What follows belongs to an exercise in optimizing a design on an open flow for small area; a production flow would make more cautious choices.
Function was checked by simulation only, so behaviour that the tests miss may differ from the original.
Power figures rest on the tool's default switching activity, not on a simulated workload.

==> branch raven: inputs <==
==> flow/design.v (excerpt) <==
module ram_top(
	input  logic 	   clk,
	input  logic 	   rsta,
	input  logic 	   ena,
	input  logic       wea,
	input  logic [4:0] addra,
	input  logic [7:0] dina,
	output logic [7:0] douta,
	input  logic 	   rstb,
	input  logic 	   enb,
	input  logic 	   web,
	input  logic [4:0] addrb,
	input  logic [7:0] dinb,
	output logic [7:0] doutb
);
==> module dual_port_ram, before the edit <==
module dual_port_ram (
	input  logic       clk,
	input  logic       wb,
	input  logic       sa,
	input  logic       hold,
	input  logic [7:0] nda,
	input  logic [7:0] ndb,
	output logic [7:0] q
);
	genvar j;
	generate
	for (j = 0; j < 8; j++) begin : bits
		ram_bit u_bit (
			.clk(clk), .wb(wb), .sa(sa), .hold(hold),
			.nda(nda[j]), .ndb(ndb[j]), .q(q[j])
		);
	end
	endgenerate
endmodule
==> module ram_bit, before the edit <==
module ram_bit (
	input  logic clk,
	input  logic wb,
	input  logic sa,
	input  logic hold,
	input  logic nda,
	input  logic ndb,
	output logic q
);
	always_ff @(posedge clk)
		q <= ~((wb & ndb) | (sa & nda) | (hold & ~q));
endmodule
==> module ram_word_ctl, before the edit <==
module ram_word_ctl (
	input  logic nwbh,
	input  logic nwbl,
	input  logic nxah,
	input  logic nxal,
	output logic wb,
	output logic xa,
	output logic hold
);
	assign wb   = ~(nwbh | nwbl);
	assign xa   = ~(nxah | nxal);
	ram_nor2 u_hold (.a(wb), .b(xa), .y(hold));
endmodule
==> module ram_nor2, before the edit <==
module ram_nor2 (
	input  logic a,
	input  logic b,
	output logic y
);
	assign y = ~(a | b);
endmodule
==> module ram_aoi3, before the edit <==
module ram_aoi3 (
	input  logic [2:0] s,
	input  logic [2:0] d,
	output logic       y
);
	assign y = ~|(s & d);
endmodule
==> module ram_read_bit, before the edit <==
module ram_read_bit (
	input  logic        clk,
	input  logic [31:0] sel,
	input  logic        hold,
	input  logic [31:0] d,
	output logic        q
);
	logic [32:0] s, dd;
	logic [10:0] y;
	assign s  = {hold, sel};
	assign dd = {q, d};
	genvar g;
	generate
	for (g = 0; g < 11; g++) begin : aoi
		ram_aoi3 u_aoi (.s(s[3*g+2:3*g]), .d(dd[3*g+2:3*g]), .y(y[g]));
	end
	endgenerate
	always_ff @(posedge clk)
		q <= ~&y;
endmodule
==> module ram_top, before the edit <==
module ram_top(
	input  logic 	   clk,
	input  logic 	   rsta,
	input  logic 	   ena,
	input  logic       wea,
	input  logic [4:0] addra,
	input  logic [7:0] dina,
	output logic [7:0] douta,
	input  logic 	   rstb,
	input  logic 	   enb,
	input  logic 	   web,
	input  logic [4:0] addrb,
	input  logic [7:0] dinb,
	output logic [7:0] doutb
);
	logic        rst;
	logic [7:0]  nda, ndb;      
	logic        coll;          
	logic [3:0]  nwbh, nxah, rah, rbh;
	logic [7:0]  nwbl, nxal, ral, rbl;
	logic [31:0] wb, xa, hold;  
	logic [31:0] ra, rb;        
	logic        ha, hb;        
	logic [7:0]  mem [31:0];
	logic [31:0] col [7:0];
	assign rst = rsta | rstb;
	assign coll = ena & wea & enb & web & (addra == addrb);
	assign nda = ~(dina & {8{~rst}});
	assign ndb = ~(dinb & {8{~rst}});
	assign ha  = ~rsta & ~(ena & ~wea);
	assign hb  = ~rstb & ~(enb & ~web);
	always_comb begin
		for (int i = 0; i < 4; i++) begin
			nwbh[i] = ~(enb & web & (addrb[4:3] == i[1:0]));
			nxah[i] = ~(rst | (ena & wea & ~coll & (addra[4:3] == i[1:0])));
			rah[i]  = ~rsta & ena & ~wea & (addra[4:3] == i[1:0]);
			rbh[i]  = ~rstb & enb & ~web & (addrb[4:3] == i[1:0]);
		end
		for (int j = 0; j < 8; j++) begin
			nwbl[j] = ~(addrb[2:0] == j[2:0]);
			nxal[j] = ~(rst | (addra[2:0] == j[2:0]));
			ral[j]  = (addra[2:0] == j[2:0]);
			rbl[j]  = (addrb[2:0] == j[2:0]);
		end
		for (int k = 0; k < 32; k++) begin
			ra[k] = rah[k / 8] & ral[k % 8];
			rb[k] = rbh[k / 8] & rbl[k % 8];
		end
		for (int b = 0; b < 8; b++)
			for (int k = 0; k < 32; k++)
				col[b][k] = mem[k][b];
	end
	genvar k, j;
	generate
	for (k = 0; k < 32; k++) begin : words
		ram_word_ctl u_ctl (
			.nwbh(nwbh[k / 8]), .nwbl(nwbl[k % 8]), .nxah(nxah[k / 8]), .nxal(nxal[k % 8]),
			.wb(wb[k]), .xa(xa[k]), .hold(hold[k])
		);
		dual_port_ram u_word (
			.clk(clk), .wb(wb[k]), .sa(xa[k]), .hold(hold[k]),
			.nda(nda), .ndb(ndb), .q(mem[k])
		);
	end
	for (j = 0; j < 8; j++) begin : bits
		ram_read_bit u_ra (.clk(clk), .sel(ra), .hold(ha), .d(col[j]), .q(douta[j]));
		ram_read_bit u_rb (.clk(clk), .sel(rb), .hold(hb), .d(col[j]), .q(doutb[j]));
	end
	endgenerate
endmodule
export LEC_CHECK = 0
export CAP_MARGIN = 20
export CORE_MARGIN = 2
export CORE_UTILIZATION = 50
export GPL_TIMING_DRIVEN = 1
export SLEW_MARGIN = 20
export SYNTH_HIERARCHICAL = 1
create_clock -name core_clock -period 5.0 [get_ports {clk}]
standard.sh (not shown) runs the stock make flow with config.mk's settings and CLKGATE_MAP_FILE= SYNTH_SCRIPT=/design/flow/synth_recipe.tcl, a recipe that flattens the netlist after the stock synthesis.
==> flow/flow/run.sh <==
#!/bin/bash
set -euo pipefail
export BUFFER_PORTS_ARGS="-buffer_cell sky130_fd_sc_hd__buf_1"
export CTS_ARGS="-sink_clustering_enable -repair_clock_nets -dont_use_dummy_load -buf_list sky130_fd_sc_hd__clkbuf_8 -sink_clustering_size 14 -sink_clustering_max_diameter 80"
bash standard.sh > standard.log 2>&1
==> branch umber: changes against branch raven <==
==> flow/design.v (replaced) <==
module dual_port_ram #(
	parameter ADDR_WIDTH = 3,
	parameter DATA_WIDTH = 8
)(
	input  logic 		      clk,
	input  logic 		      rsta,
	input  logic 		      ena,
	input  logic 		      wea,
	input  logic [ADDR_WIDTH-1:0] addra,
	input  logic [DATA_WIDTH-1:0] dina,
	output logic [DATA_WIDTH-1:0] douta,
	input  logic 		      rstb,
	input  logic 		      enb,
	input  logic 		      web,
	input  logic [ADDR_WIDTH-1:0] addrb,
	input  logic [DATA_WIDTH-1:0] dinb,
	output logic [DATA_WIDTH-1:0] doutb
);
	logic [DATA_WIDTH-1:0] mem [(2**ADDR_WIDTH)-1:0];
	integer i;
	always_ff @(posedge clk) begin
		if(rsta || rstb) begin
			for(i = 0; i < (2**ADDR_WIDTH); i++) begin
				mem[i] <= '0;
			end
		end
		else begin
			if(ena && wea) begin
				mem[addra] <= dina;
			end
			if(enb && web) begin
				mem[addrb] <= dinb;
			end
		end
	end
	always_ff @(posedge clk) begin
		if(rsta) begin
			douta <= '0;
		end
		else begin
			if(ena && !wea) begin
				douta <= mem[addra];
			end
			else
				douta <= douta;
		end
	end
	always_ff @(posedge clk) begin
		if(rstb) begin
			doutb <= '0;
		end
		else begin
			if(enb && !web) begin
				doutb <= mem[addrb];
			end
			else
				doutb <= doutb;
		end
	end
endmodule
module ram_top(
	input  logic 	   clk,
	input  logic 	   rsta,
	input  logic 	   ena,
	input  logic       wea,
	input  logic [4:0] addra,
	input  logic [7:0] dina,
	output logic [7:0] douta,
	input  logic 	   rstb,
	input  logic 	   enb,
	input  logic 	   web,
	input  logic [4:0] addrb,
	input  logic [7:0] dinb,
	output logic [7:0] doutb
);
	logic [1:0] bank_a;
	logic [2:0] row_a;
	logic [1:0] bank_b;
	logic [2:0] row_b;
	assign bank_a = addra[4:3];	 
	assign row_a  = addra[2:0];	 
	assign bank_b = addrb[4:3];
	assign row_b  = addrb[2:0];
	logic [7:0] douta_bank[3:0];
	logic [7:0] doutb_bank[3:0];
	logic [1:0] rd_bank_a;
	logic [1:0] rd_bank_b;
	genvar i;
	generate
	for( i = 0; i < 4; i++) begin : banks
		dual_port_ram #(
			.ADDR_WIDTH(3),		 
			.DATA_WIDTH(8)		 
		)u_bank (
			.clk(clk),
			.rsta(rsta),
			.ena(ena && (bank_a == i)),
			.wea(wea),
			.addra(row_a),
			.dina(dina),
			.douta(douta_bank[i]),
			.rstb(rstb),
			.enb(enb && bank_b == i),
			.web(web),
			.addrb(row_b),
			.dinb(dinb),
			.doutb(doutb_bank[i])
		);
	end
	endgenerate
	always_ff @(posedge clk) begin
		if(rsta)
			rd_bank_a <= 2'd0;
		else if(ena && !wea)
			rd_bank_a <= bank_a;
	end
	always_ff @(posedge clk) begin
		if(rstb)
			rd_bank_b <= 2'd0;
		else if(enb && !web)
			rd_bank_b <= bank_b;
	end
	assign douta = douta_bank[rd_bank_a];
	assign doutb = doutb_bank[rd_bank_b];
endmodule
==> flow/run.sh (new file) <==
#!/bin/bash
# synth_recipe.tcl (not shown) runs the flow's synth.tcl, then flattens the netlist and writes it again
# the make line also repeats each setting of config.mk as NAME=value (left out here)
make -C /OpenROAD-flow-scripts/flow DESIGN_CONFIG=/design/flow/config.mk WORK_HOME=/design/flow/orfs CLKGATE_MAP_FILE= SYNTH_SCRIPT=/design/flow/synth_recipe.tcl finish
--- a/flow/config.mk
+++ b/flow/config.mk
@@ -9,5 +9,3 @@
 export CORE_MARGIN = 2
-export CORE_UTILIZATION = 50
-export GPL_TIMING_DRIVEN = 1
+export CORE_UTILIZATION = 40
 export SLEW_MARGIN = 20
-export SYNTH_HIERARCHICAL = 1
removed: flow/flow/run.sh
removed: flow/standard.sh
==> results.txt <==
                                                                        branch umber              branch raven
Largest fanout of any net on the critical path                                    15                         9
Sequential cell count                                                            324                       272
Count of unique library cells instantiated by Yosys                               73                        25
WL met2                                                                     36900 um                  22300 um
Flop2flop setup slack                                                        2940 ps                   3090 ps
Power consumed by combinational cells                                         816 uW                    673 uW
Area after detailed placement                                            19900 sq um               13000 sq um
Cell count after synthesis                                                      1868                      1281
Share of total power consumed by net switching                                 28.6%                     31.4%
Run status                                                  timing/DRC/antenna clean  timing/DRC/antenna clean
Biggest area consumer among synthesized cells              sky130_fd_sc_hd__edfxtp_1  sky130_fd_sc_hd__dfxtp_1
Crit. Startpoint                                                                rstb                       web
Clock-net power                                                              2.85 mW                   1.15 mW
Total standard cell area after synthesis                                 19200 sq um               12300 sq um
Area overhead of the layout relative to synthesis                              10.2%                     8.68%
Sequential cell area                                                      9050 sq um                5450 sq um
Full die area                                                            49800 sq um               25800 sq um
Combinational power share                                                      11.9%                     14.8%
First-pass GRT wire length                                                 126000 um                  78600 um
Count of inverters not on the clock network in the layout                          7                       258
Post-synth net total                                                            1901                      1314

========
==> inputs of wip/amber <==
ram_top again, from the RTL that the note above started with.
==> flow/design.v (excerpt) <==
module ram_top(
	input  logic 	   clk,
	input  logic 	   rsta,
	input  logic 	   ena,
	input  logic       wea,
	input  logic [4:0] addra,
	input  logic [7:0] dina,
	output logic [7:0] douta,
	input  logic 	   rstb,
	input  logic 	   enb,
	input  logic 	   web,
	input  logic [4:0] addrb,
	input  logic [7:0] dinb,
	output logic [7:0] doutb
);
clock: 5.0 ns
lec_check: 0
cap_margin: 0
core_margin: 2
core_utilization: 40
gpl_timing_driven: 1
slew_margin: 0
synth_hierarchical: 1
==> flow/flow/run.sh <==
#!/bin/bash
set -euo pipefail
export BUFFER_PORTS_ARGS="-buffer_cell sky130_fd_sc_hd__buf_1"
export CTS_ARGS="-sink_clustering_enable -repair_clock_nets -dont_use_dummy_load -buf_list sky130_fd_sc_hd__clkbuf_8 -sink_clustering_size 12 -sink_clustering_max_diameter 80"
bash standard.sh > standard.log 2>&1
==> wip/sierra (differences from wip/amber) <==
--- a/flow/design.v
+++ b/flow/design.v
@@ -104,5 +104,5 @@
 	assign rst = rsta | rstb;
 	assign coll = ena & wea & enb & web & (addra == addrb);
-	assign nda = ~(dina & {8{~rst}});
+	assign nda = ~((coll ? dinb : dina) & {8{~rst}});
 	assign ndb = ~(dinb & {8{~rst}});
 	assign ha  = ~rsta & ~(ena & ~wea);
@@ -111,5 +111,5 @@
 		for (int i = 0; i < 4; i++) begin
 			nwbh[i] = ~(enb & web & (addrb[4:3] == i[1:0]));
-			nxah[i] = ~(rst | (ena & wea & ~coll & (addra[4:3] == i[1:0])));
+			nxah[i] = ~(rst | (ena & wea & (addra[4:3] == i[1:0])));
 			rah[i]  = ~rsta & ena & ~wea & (addra[4:3] == i[1:0]);
 			rbh[i]  = ~rstb & enb & ~web & (addrb[4:3] == i[1:0]);
==> flow/run.sh (new file) <==
#!/bin/bash
# synth_recipe.tcl (not shown) runs the flow's synth.tcl, then flattens the netlist and writes it again
# the make line also repeats each setting of config.mk as NAME=value (left out here)
make -C /OpenROAD-flow-scripts/flow DESIGN_CONFIG=/design/flow/config.mk WORK_HOME=/design/flow/orfs CLKGATE_MAP_FILE= SYNTH_SCRIPT=/design/flow/synth_recipe.tcl finish
CAP_MARGIN = 20   (was 0)
CTS_BUF_LIST = sky130_fd_sc_hd__clkbuf_8   (was default)
CTS_CLUSTER_DIAMETER = 50   (was default)
CTS_CLUSTER_SIZE = 12   (was default)
GPL_TIMING_DRIVEN = default   (was 1)
SLEW_MARGIN = 20   (was 0)
removed: flow/flow/run.sh
removed: flow/standard.sh
==> wip/garnet (differences from wip/amber) <==
==> flow/design.v (replaced) <==
module dual_port_ram (
	input  logic       clk,
	input  logic       wb,
	input  logic       sa,
	input  logic       hold,
	input  logic [7:0] nda,
	input  logic [7:0] ndb,
	output logic [7:0] q
);
	always_ff @(posedge clk)
		q <= ~(({8{wb}} & ndb) | ({8{sa}} & nda) | ({8{hold}} & ~q));
endmodule
module ram_read_bit (
	input  logic        clk,
	input  logic [31:0] sel,
	input  logic        hold,
	input  logic [31:0] d,
	output logic        q
);
	always_ff @(posedge clk)
		q <= (|(sel & d)) | (hold & q);
endmodule
module ram_top(
	input  logic 	   clk,
	input  logic 	   rsta,
	input  logic 	   ena,
	input  logic       wea,
	input  logic [4:0] addra,
	input  logic [7:0] dina,
	output logic [7:0] douta,
	input  logic 	   rstb,
	input  logic 	   enb,
	input  logic 	   web,
	input  logic [4:0] addrb,
	input  logic [7:0] dinb,
	output logic [7:0] doutb
);
	logic        rst;
	logic [7:0]  nda, ndb;      
	logic [31:0] wb;            
	logic [31:0] xa;            
	logic [31:0] sa;            
	logic [31:0] hold;          
	logic [7:0]  mem [31:0];
	assign rst = rsta | rstb;
	assign nda = ~(dina & {8{~rst}});
	assign ndb = ~(dinb & {8{~rst}});
	always_comb begin
		for (int k = 0; k < 32; k++) begin
			wb[k]   = enb & web & (addrb == k[4:0]);
			xa[k]   = rst | (ena & wea & (addra == k[4:0]));
			sa[k]   = xa[k] & ~wb[k];
			hold[k] = ~xa[k] & ~wb[k];
		end
	end
	genvar k, j;
	generate
	for (k = 0; k < 32; k++) begin : words
		dual_port_ram u_word (
			.clk(clk), .wb(wb[k]), .sa(sa[k]), .hold(hold[k]),
			.nda(nda), .ndb(ndb), .q(mem[k])
		);
	end
	endgenerate
	logic [31:0] ra, rb;
	logic        ha, hb;
	logic [31:0] col [7:0];
	always_comb begin
		ha = ~rsta & ~(ena & ~wea);
		hb = ~rstb & ~(enb & ~web);
		for (int i = 0; i < 32; i++) begin
			ra[i] = ~rsta & ena & ~wea & (addra == i[4:0]);
			rb[i] = ~rstb & enb & ~web & (addrb == i[4:0]);
		end
		for (int b = 0; b < 8; b++)
			for (int i = 0; i < 32; i++)
				col[b][i] = mem[i][b];
	end
	generate
	for (j = 0; j < 8; j++) begin : bits
		ram_read_bit u_ra (.clk(clk), .sel(ra), .hold(ha), .d(col[j]), .q(douta[j]));
		ram_read_bit u_rb (.clk(clk), .sel(rb), .hold(hb), .d(col[j]), .q(doutb[j]));
	end
	endgenerate
endmodule
==> flow/run.sh (new file) <==
#!/bin/bash
# synth_recipe.tcl (not shown) runs the flow's synth.tcl, then flattens the netlist and writes it again
# the make line also repeats each setting of config.mk as NAME=value (left out here)
make -C /OpenROAD-flow-scripts/flow DESIGN_CONFIG=/design/flow/config.mk WORK_HOME=/design/flow/orfs CLKGATE_MAP_FILE= SYNTH_SCRIPT=/design/flow/synth_recipe.tcl finish
CAP_MARGIN = 20   (was 0)
GPL_TIMING_DRIVEN = default   (was 1)
SLEW_MARGIN = 20   (was 0)
removed: flow/flow/run.sh
removed: flow/standard.sh
==> wip/raven (differences from wip/amber) <==
--- a/flow/design.v
+++ b/flow/design.v
@@ -104,5 +104,5 @@
 	assign rst = rsta | rstb;
 	assign coll = ena & wea & enb & web & (addra == addrb);
-	assign nda = ~(dina & {8{~rst}});
+	assign nda = ~((coll ? dinb : dina) & {8{~rst}});
 	assign ndb = ~(dinb & {8{~rst}});
 	assign ha  = ~rsta & ~(ena & ~wea);
@@ -111,5 +111,5 @@
 		for (int i = 0; i < 4; i++) begin
 			nwbh[i] = ~(enb & web & (addrb[4:3] == i[1:0]));
-			nxah[i] = ~(rst | (ena & wea & ~coll & (addra[4:3] == i[1:0])));
+			nxah[i] = ~(rst | (ena & wea & (addra[4:3] == i[1:0])));
 			rah[i]  = ~rsta & ena & ~wea & (addra[4:3] == i[1:0]);
 			rbh[i]  = ~rstb & enb & ~web & (addrb[4:3] == i[1:0]);
==> flow/flow/run.sh (replaced) <==
#!/bin/bash
set -euo pipefail
export BUFFER_PORTS_ARGS="-buffer_cell sky130_fd_sc_hd__buf_1"
export CTS_ARGS="-sink_clustering_enable -repair_clock_nets -dont_use_dummy_load -buf_list sky130_fd_sc_hd__clkbuf_8 -sink_clustering_size 14 -sink_clustering_max_diameter 80"
bash standard.sh > standard.log 2>&1
CAP_MARGIN = 20   (was 0)
CORE_UTILIZATION = 55   (was 40)
SLEW_MARGIN = 20   (was 0)
==> reports/qor.txt <==
Cell Count, Final, Fillers Out: 2,002
status: timing/DRC/antenna clean
post-layout total power: 5620 uW
placed cells: 1,943
Final Worst Setup Slack: 1.41 ns
initial antenna violation count: 0
Final HPWL DP: 40,600 um
#MultiIn Comb: 859
Mapped Area: 0.0138 mm2
die area: 0.0359 mm2
P_seq: 2580 uW
Pre-antenna DRT Iters: 14
met2 routed WL: 26,500 um
clock buffer count from CTS: 34
post-synthesis sequential area ratio: 0.395
Source of the figures above: wip/garnet

==> reports/qor.txt <==
io pins: 49
Cell Count, Final, Fillers Out: 1,636
post-synthesis sequential area ratio: 0.441
status: timing/DRC/antenna clean
Final Worst Setup Slack: 1.86 ns
final WL: 55,500 um
Pre-antenna DRT Iters: 14
top-area cell type share of the netlist area: 0.441
initial antenna violation count: 1
P_seq: 2740 uW
placed cells: 1,611
crit path DAT: 3.50 ns
footprint of the multi-input gates: 0.00585 mm2
die area: 0.0236 mm2
#MultiIn Comb: 741
Mapped Area: 0.0123 mm2
Source of the figures above: wip/raven

==> reports/qor.txt <==
Mapped Area: 0.0123 mm2
Pre-antenna DRT Iters: 22
hold buffers post-CTS: 0
post-synthesis sequential area ratio: 0.441
WP buf/inv: 1
initial antenna violation count: 2
Cell Count, Final, Fillers Out: 1,797
Bufs on Longest Clock Path: 3
status: timing/DRC/antenna clean
Final HPWL DP: 36,100 um
met2 routed WL: 23,300 um
#MultiIn Comb: 741
clock buffer count from CTS: 34
placed cells: 1,741
Area Overhead vs Synth: 14.6%
Source of the figures above: wip/sierra

==> reports/qor.txt <==
crit path to: words[1].u_word.bits[1].u_bit.q$_DFF_P_
clock buffer count from CTS: 26
post_cts resized: 0
Final HPWL DP: 38,000 um
Mapped Area: 0.0123 mm2
status: timing/DRC/antenna clean
P_seq: 2740 uW
met2 routed WL: 23,400 um
placed cells: 1,736
Pre-antenna DRT Iters: 17
#MultiIn Comb: 738
Setup Skew: 0.0297 ns
initial antenna violation count: 3
die area: 0.0321 mm2
Source of the figures above: wip/amber

[static timing again, ports no longer ideal]
The flow's constraints put no driver on any port. The routed layouts listed below were extracted and timed again, unchanged, in two steps. Step 1: set_driving_cell puts a clkbuf_16 on clk and a buf_2 on each other input, an assumption about the parent block. Step 2 also shifts input and output timing later by t, the mid clock arrival at the registers, as if the neighbouring blocks saw the same clock. Slacks: ideal / step 1 / step 2; pairs: ideal / step 1.
| run | t (ns) | slack for setup (ns) | worst setup path at the end |
|---|---|---|---|
| branch raven | 0.611 | 1.813 / 1.801 / 1.190 | input to register |
| branch umber | 0.621 | 1.355 / 1.392 / 0.771 | input to register |
| wip/amber | 0.633 | 1.891 / 1.913 / 1.280 | input to register |
| wip/sierra | 0.591 | 1.469 / 1.491 / 0.901 | input to register |
| wip/garnet | 0.573 | 1.410 / 1.432 / 0.860 | input to register |
| wip/raven | 0.621 | 1.858 / 1.830 / 1.208 | input to register |
After both steps setup and hold are still met in every run listed. The setup slack of wip/raven, which loses most, moves by -0.028 ns with the drivers and by -0.650 ns with both steps.
